This is an optimization exercise on Yosys and OpenROAD, whose aim is small area, a short achievable clock period and few clock cycles, not a production implementation. Function was checked by simulation only, so behaviour that the tests miss may differ from the original. Power and IR drop assume default switching activity.

==> job 7293 <==
==> flow/design.v (excerpt) <==
module SM_TOP (
    input         i_CLK,
    input         i_RSTn,
    input         i_WE,
    input  [6:0]  i_ADDRESS,
    input  [20:0] i_DATA,
    output        o_RDY,
    output        o_ERROR,
    output [15:0] o_RESULT
);
Settings: LEC_CHECK=0, CAP_MARGIN=20, CORE_MARGIN=2, CORE_UTILIZATION=60, CTS_CLUSTER_DIAMETER=80, CTS_CLUSTER_SIZE=30, PLACE_DENSITY=0.68, SLEW_MARGIN=20; clock period 10.0 ns.
standard.sh (not shown) runs the stock make flow with config.mk's settings and CLKGATE_MAP_FILE= SYNTH_SCRIPT=/design/flow/synth_recipe.tcl, a recipe that flattens the netlist after the stock synthesis.
==> flow/flow/run.sh <==
#!/bin/bash
export SETUP_SLACK_MARGIN=6.8
export CTS_ARGS="-sink_clustering_enable -repair_clock_nets -sink_clustering_size 30 -sink_clustering_max_diameter 80 -dont_use_dummy_load"
bash standard.sh > standard.log 2>&1
==> job 2086 (differences from job 7293) <==
--- a/flow/design.v
+++ b/flow/design.v
@@ -323,42 +323,37 @@
             (d[20:18] == 3'd3) ? 2'b11 : 2'b00;
       encode = {cls, (cls == 2'b00) ? {5'd0, d[20:18] == 3'd7} : d[17:12], d[11:0]};
     end
   endfunction
   reg         we_r;
   reg  [6:0]  ad_r;
   reg  [20:0] dt_r;
-  reg         ldw;             
   always @(posedge i_CLK, negedge i_RSTn)
-    if (!i_RSTn) begin
+    if (!i_RSTn)
       we_r <= 1'b0;
-      ldw  <= 1'b0;
-    end else begin
+    else
       we_r <= i_WE;
-      ldw  <= i_WE & i_ADDRESS[6];
-    end
-  reg  [7:0]  eh_r;            
   always @(posedge i_CLK) begin
     ad_r <= i_ADDRESS;
     dt_r <= i_DATA;
-    eh_r <= encode(i_DATA) >> 12;
   end
   reg  [7:0]  pd_lo, pd_hc, pd_hd;
   always @(posedge i_CLK)
     pd_lo <= 8'd1 << i_ADDRESS[2:0];
   always @(posedge i_CLK, negedge i_RSTn)
     if (!i_RSTn) begin
       pd_hc <= 8'd0;
       pd_hd <= 8'd0;
     end else begin
       pd_hc <= (i_WE && !i_ADDRESS[6]) ? 8'd1 << i_ADDRESS[5:3] : 8'd0;
       pd_hd <= (i_WE &&  i_ADDRESS[6]) ? 8'd1 << i_ADDRESS[5:3] : 8'd0;
     end
-  wire [19:0] enc_r = {eh_r, dt_r[11:0]};
+  wire [19:0] enc_r = encode(dt_r);
   wire        cw    = we_r & ~ad_r[6];
+  wire        ldw   = we_r & ad_r[6];
   genvar gw;
   generate
     for (gw = 0; gw < 63; gw = gw + 1) begin : gcw
       assign o_CODE_WSEL[gw] = pd_hc[gw / 8] & pd_lo[gw % 8];
     end
   endgenerate
   assign o_CODE_WDATA = enc_r;
@@ -449,30 +444,26 @@
   wire [15:0] plo = q0[15:0] + q1[15:0];
   wire        c15 = plo[15] ^ q0[15] ^ q1[15];
   wire [16:0] ha = q0[31:15], hb = q1[31:15];
   wire [16:0] zc = (ha ^ hb) ^ {ha[15:0] | hb[15:0], c15};
   wire [16:0] oc = ~(ha ^ hb) ^ {ha[15:0] & hb[15:0], c15};
   wire        mul_ok = ~(|zc) | ~(|oc);
   assign acc_n = x_as ? (xadd ? sum[15:0] : diff[15:0]) : m_v ? plo : acc;
-  wire ovf_n = we_r ? 1'b0 : ov_v ? (ovf | as_ovf | ~mul_ok) : ovf;
-  reg  [15:0] res_q;
-  reg         err_q;
-  always @(posedge i_CLK) begin
-    res_q <= acc_n;
-    err_q <= ovf_n;
-  end
   always @(posedge i_CLK, negedge i_RSTn) begin
     if (!i_RSTn) begin
       acc  <= 16'd0;
       ovf  <= 1'b0;
       ov_v <= 1'b0;
       m_v  <= 1'b0;
     end else begin
       acc <= acc_n;
-      ovf <= ovf_n;
+      if (we_r)
+        ovf <= 1'b0;
+      else if (ov_v)
+        ovf <= ovf | as_ovf | ~mul_ok;
       ov_v <= xlive & xalu;
       m_v  <= xlive & xmul;
     end
   end
   always @(posedge i_CLK) begin
     m_p0   <= p0;
     m_p1   <= p1;
@@ -503,16 +494,16 @@
     if (w_new) begin
       wc   <= w_mul ? m_c : xc;
       w_hi <= 8'd1 << (w_mul ? m_c[5:3] : xc[5:3]);
       w_lo <= 8'd1 << (w_mul ? m_c[2:0] : xc[2:0]);
       wd   <= w_mul ? plo : acc_n;
     end
   assign o_RDY    = rdy;
-  assign o_ERROR  = err_q;
-  assign o_RESULT = res_q;
+  assign o_ERROR  = ovf;
+  assign o_RESULT = acc;
 endmodule
 module SM_TOP (
     input         i_CLK,
     input         i_RSTn,
     input         i_WE,
     input  [6:0]  i_ADDRESS,
     input  [20:0] i_DATA,
==> flow/flow/run.sh (replaced) <==
#!/bin/bash
export SETUP_SLACK_MARGIN=6.5
bash standard.sh > standard.log 2>&1
- CORE_UTILIZATION: 60 -> 55
- PLACE_DENSITY: 0.68 -> 0.65
==> comparison table <==
Run status: job 7293 timing/DRC/antenna clean; job 2086 timing/DRC/antenna clean
Worst clock skew: job 7293 0.0969 ns; job 2086 0.0597 ns
Simple-gate portion of the synthesized area: job 7293 4.21%; job 2086 4.52%
Leakage: job 7293 43.5 nW; job 2086 42.1 nW
Post-CTS setup buffers: job 7293 99; job 2086 35
Power Combinational: job 7293 18.3 mW; job 2086 15.1 mW
Launch point of the worst path: job 7293 CORE.rdy$_DFF_PN0_; job 2086 CORE.ir[14]$_DFFE_PP_
Stages on worst setup path: job 7293 1; job 2086 9
Combinational group share of total power: job 7293 46.9%; job 2086 41.4%
PostCTS Resize Cnt: job 7293 511; job 2086 246
Dpl ws: job 7293 5.17 ns; job 2086 5.33 ns
Die ar.: job 7293 0.206 sq mm; job 2086 0.225 sq mm
Cell Rows: job 7293 165; job 2086 172
Proportion of synthesized chip area in sequential cells: job 7293 64.2%; job 2086 63.8%
Placed wire-length estimate after detailed placement: job 7293 219000 um; job 2086 212000 um
Non-clock inverter total of the final layout: job 7293 142; job 2086 153
Async set-reset flop share out of synthesis: job 7293 6.25%; job 2086 6.26%
Fin nets: job 7293 7374; job 2086 7227
Total of plain and repair buffers excluding clock buffers: job 7293 566; job 2086 368
Post-route standard cell area excluding fillers: job 7293 0.135 sq mm; job 2086 0.132 sq mm
Endpoint of the worst hold path: job 7293 CORE.m_c[5]$_DFF_P_; job 2086 CORE.m_c[2]$_DFF_P_
Average size of a mapped cell: job 7293 17.4 sq um; job 2086 17.3 sq um
Final non-clock buffer share: job 7293 5.27%; job 2086 3.27%
Transition at the pin with the smallest max-transition slack: job 7293 1.24 ns; job 2086 1.10 ns
Crit path required time: job 7293 8.00 ns; job 2086 10.74 ns
Number of register bits inferred by synthesis: job 7293 2690; job 2086 2669
Testbench counts of job 7293, summed over its fixed seeds: cycles 27,024.
Testbench counts of job 2086, summed over its fixed seeds: cycles 27,024.

* * *

==> job 3063: inputs <==
SM_TOP, a different RTL version from the one above (not shown whole).
clock: 10.0 ns
lec_check: 0
abc_area: 1
cap_margin: 20
core_margin: 2
core_utilization: 60
cts_cluster_diameter: 80
cts_cluster_size: 30
place_density: 0.68
slew_margin: 20
==> flow/flow/run.sh <==
#!/bin/bash
export SETUP_SLACK_MARGIN=6.8
export CTS_ARGS="-sink_clustering_enable -repair_clock_nets -sink_clustering_size 30 -sink_clustering_max_diameter 80 -dont_use_dummy_load"
bash standard.sh MATCH_CELL_FOOTPRINT=0 finish > standard.log 2>&1
==> job 2582: changes against job 3063 <==
--- a/flow/design.v
+++ b/flow/design.v
@@ -374,37 +374,34 @@
   reg  [5:0]  xc;
   reg         ov_v, m_v, m_wen, as_ovf;
   reg  [31:0] m_p0, m_p1, m_p2;
   reg  [5:0]  m_c;
   reg         wv;
   reg  [5:0]  wc;
   reg  [15:0] wd;
   reg  [7:0]  w_hi, w_lo;      
-  reg         x2w;
-  reg  [15:0] x2d;             
   wire        cyc1  = we_r & ~i_WE;        
   wire        r_act = run_r | cyc1;
   wire [1:0]  rcls  = ir[19:18];
   wire [5:0]  ra    = ir[17:12];
   wire [5:0]  rb    = ir[11:6];
   wire [5:0]  rc    = ir[5:0];
   wire        r_end = (rcls == 2'b00) & ra[0];
   wire        r_free = (rcls == 2'b00) | (ra != 6'd0 && rb != 6'd0);
+  wire        r_wq   = (rc != 6'd0) & (rcls != 2'b11);
   wire        r_rdc  = (rcls != 2'b00) & (ra == m_c || rb == m_c);
-  wire        stall  = (xlive & xmul & ~r_free) | (m_v & m_wen & r_rdc);
+  wire        stall  = (xlive & xmul & (~r_free | (xwen & r_wq))) | (m_v & m_wen & r_rdc);
   wire        issue = r_act & ~stall & ~r_end;
   wire        issue_run = run_r & ~stall & ~r_end;    
   assign o_CODE_RADDR  = pc;
   assign o_DATA_RADDR0 = ra;
   assign o_DATA_RADDR1 = rb;
-  wire [15:0] op_a = (ldw && ad_r[5:0] == ra) ? dt_r[15:0] : (x2w && !m_v && m_c == ra) ? x2d :
-                     (wv && wc == ra) ? wd : i_DATA_RDATA0;
-  wire [15:0] op_b = (ldw && ad_r[5:0] == rb) ? dt_r[15:0] : (x2w && !m_v && m_c == rb) ? x2d :
-                     (wv && wc == rb) ? wd : i_DATA_RDATA1;
+  wire [15:0] op_a = (ldw && ad_r[5:0] == ra) ? dt_r[15:0] : (wv && wc == ra) ? wd : i_DATA_RDATA0;
+  wire [15:0] op_b = (ldw && ad_r[5:0] == rb) ? dt_r[15:0] : (wv && wc == rb) ? wd : i_DATA_RDATA1;
   wire [19:0] fetched = {i_CODE_RDATA[19:13], i_CODE_RDATA[12] | (pc == 6'd63), i_CODE_RDATA[11:0]};
   wire [19:0] word0_n = (cw && ad_r[5:0] == 6'd0) ? enc_r : i_CODE_WORD0;
   wire [19:0] word1_n = (cw && ad_r[5:0] == 6'd1) ? enc_r : i_CODE_WORD1;
   always @(posedge i_CLK) begin
     if (i_WE)
       ir <= (!i_ADDRESS[6] && i_ADDRESS[5:0] == 6'd0) ? encode(i_DATA) : word0_n;
     else if (we_r)
       ir <= word1_n;
@@ -418,19 +415,17 @@
       pc <= pc + 6'd1;
   end
   always @(posedge i_CLK, negedge i_RSTn) begin
     if (!i_RSTn) begin
       run_r <= 1'b0;
       fin   <= 1'b0;
       rdy   <= 1'b0;
       xlive <= 1'b0;
-      x2w   <= 1'b0;
     end else begin
-      x2w   <= xlive & xwen;
       run_r <= r_act & ~r_end;
       fin   <= r_act & r_end & xlive & xalu;
       rdy   <= fin | (r_act & r_end & ~(xlive & xalu));
       xlive <= issue;
     end
   end
   always @(posedge i_CLK) begin
     xalu   <= rcls != 2'b00;
@@ -480,19 +475,19 @@
   end
   always @(posedge i_CLK) begin
     m_p0   <= p0;
     m_p1   <= p1;
     m_p2   <= p2;
     as_ovf <= (sum[16] != sum[15]) | (diff[16] != diff[15]);
     m_wen  <= xwen;
     m_c    <= xc;
-    x2d    <= acc_n;
   end
-  wire        w_new = x2w;
+  wire        w_mul = m_v & m_wen;
+  wire        w_new = (xlive & ~xmul & xwen) | w_mul;
   wire        w_com = wv & ~ldw;
   wire [7:0]  w_hc  = w_hi & {8{w_com}};
   generate
     for (gw = 1; gw < 64; gw = gw + 1) begin : gdw
       assign o_DATA_WSEL[gw] = (pd_hd[gw / 8] & pd_lo[gw % 8]) | (w_hc[gw / 8] & w_lo[gw % 8]);
     end
   endgenerate
   assign o_DATA_WDATA = ldw ? dt_r[15:0] : wd;
@@ -501,20 +496,20 @@
       wv <= 1'b0;
     else if (w_new)
       wv <= 1'b1;
     else if (!(ldw && ad_r[5:0] != wc))
       wv <= 1'b0;
   end
   always @(posedge i_CLK)
     if (w_new) begin
-      wc   <= m_c;
-      w_hi <= 8'd1 << m_c[5:3];
-      w_lo <= 8'd1 << m_c[2:0];
-      wd   <= m_v ? plo : x2d;
+      wc   <= w_mul ? m_c : xc;
+      w_hi <= 8'd1 << (w_mul ? m_c[5:3] : xc[5:3]);
+      w_lo <= 8'd1 << (w_mul ? m_c[2:0] : xc[2:0]);
+      wd   <= w_mul ? plo : acc_n;
     end
   assign o_RDY    = rdy;
   assign o_ERROR  = err_q;
   assign o_RESULT = res_q;
 endmodule
 module SM_TOP (
     input         i_CLK,
     input         i_RSTn,
==> flow/flow/run.sh (replaced) <==
#!/bin/bash
export SETUP_SLACK_MARGIN=6.8
bash standard.sh > standard.log 2>&1
ABC_AREA = not set   (was 1)
==> job 9809: changes against job 3063 <==
==> flow/flow/run.sh (replaced) <==
#!/bin/bash
export SETUP_SLACK_MARGIN=6.8
export CTS_ARGS="-sink_clustering_enable -repair_clock_nets -sink_clustering_size 30 -sink_clustering_max_diameter 80 -dont_use_dummy_load"
bash standard.sh > standard.log 2>&1
ABC_AREA = not set   (was 1)
==> qor summary <==
metric	job 3063	job 2582	job 9809
Result of the run	complete, no violations	complete, no violations	complete, no violations
Crit-path max cell delay	0.41 ns	0.42 ns	0.44 ns
Area delta synth->final	9.33%	11.9%	10.2%
Met3 layer wire length in the routed design	61500 um	54200 um	40800 um
Cell area after synthesis	125000 um^2	121000 um^2	122000 um^2
Met2 usage in global routing	0.612	0.522	0.542
Total power	42.4 mW	39.9 mW	35.3 mW
Total setup buffers inserted after CTS	90	94	90
Global routing's busiest layer	met2	met1	met2
Share of synthesized area spent on multiplexers	0	0.202	0.200
Dpl cell area	128000 um^2	125000 um^2	125000 um^2
Avg WL per Cell	30.2 um	38.3 um	37.2 um
Count of inverters other than clock inverters in the layout	1010	142	136
Chip width	460 um	454 um	454 um
Wire length of the first global-routing pass	622000 um	528000 um	512000 um
Reg2reg setup slack	6.68 ns	6.72 ns	6.66 ns
Total area of sequential cells	78100 um^2	78100 um^2	78200 um^2
Sequential power	14.9 mW	15.0 mW	14.6 mW
Clock share of power	0.138	0.170	0.162
Met3 layer usage reported by global route	0.100	0.106	0.0684
Number of resized instances in the post-cts repair step	437	500	456
Slew @ Worst Pin	1.17 ns	1.21 ns	1.21 ns
Power per cell area	311 nW/um^2	293 nW/um^2	263 nW/um^2
Tapcell count	2704	2672	2672
R2r startpoint	CORE.ir[12]$_DFFE_PP_	CORE.ir[16]$_DFFE_PP_	CORE.ir[6]$_DFFE_PP_
Clock edge transition at the registers on the reported setup and hold paths	0.12 ns	0.10 ns	0.11 ns
Most frequent cell after synthesis	sky130_fd_sc_hd__nand2_1	sky130_fd_sc_hd__edfxtp_1	sky130_fd_sc_hd__edfxtp_1
Testbench counts of job 3063, summed over its fixed seeds: cycles 26,698.
Testbench counts of job 2582, summed over its fixed seeds: cycles 27,024.
Testbench counts of job 9809, summed over its fixed seeds: cycles 26,698.

[separate check: timing with driven ports]
No port has a modelled driver above. Below, the same layouts with a new extraction and two added sets of constraints. Step 1: set_driving_cell puts a clkbuf_16 on i_CLK and a buf_2 on each other input, an assumption about the parent block. Step 2 times the ports against the registers' clock, not the clock port: input delays grow and output delays shrink by t, the midpoint of the rising clock arrivals with the driver on. Slacks: ideal ports / drivers / drivers and shift; pairs: ideal ports / drivers.
| run | shift t [ns] | setup slack, ns | worst hold slack (ns) | worst data-port slew with drivers (ns) |
|---|---|---|---|---|
| job 7293 | 0.922 | 6.612 / 6.508 / 5.854 | 0.356 / 0.356 / 0.356 | 0.12 |
| job 2086 | 0.942 | 6.365 / 6.365 / 5.610 | 0.359 / 0.359 / 0.359 | 0.05 |
| job 3063 | 0.921 | 6.641 / 6.542 / 6.036 | 0.337 / 0.337 / 0.337 | 0.20 |
| job 2582 | 0.931 | 6.584 / 6.493 / 5.781 | 0.358 / 0.358 / 0.358 | 0.11 |
| job 9809 | 0.903 | 6.573 / 6.480 / 5.874 | 0.332 / 0.332 / 0.332 | 0.20 |
After both steps every run listed still meets setup and hold. The setup slack of job 2582, which loses most, moves by -0.091 ns with the drivers and by -0.803 ns with both steps.
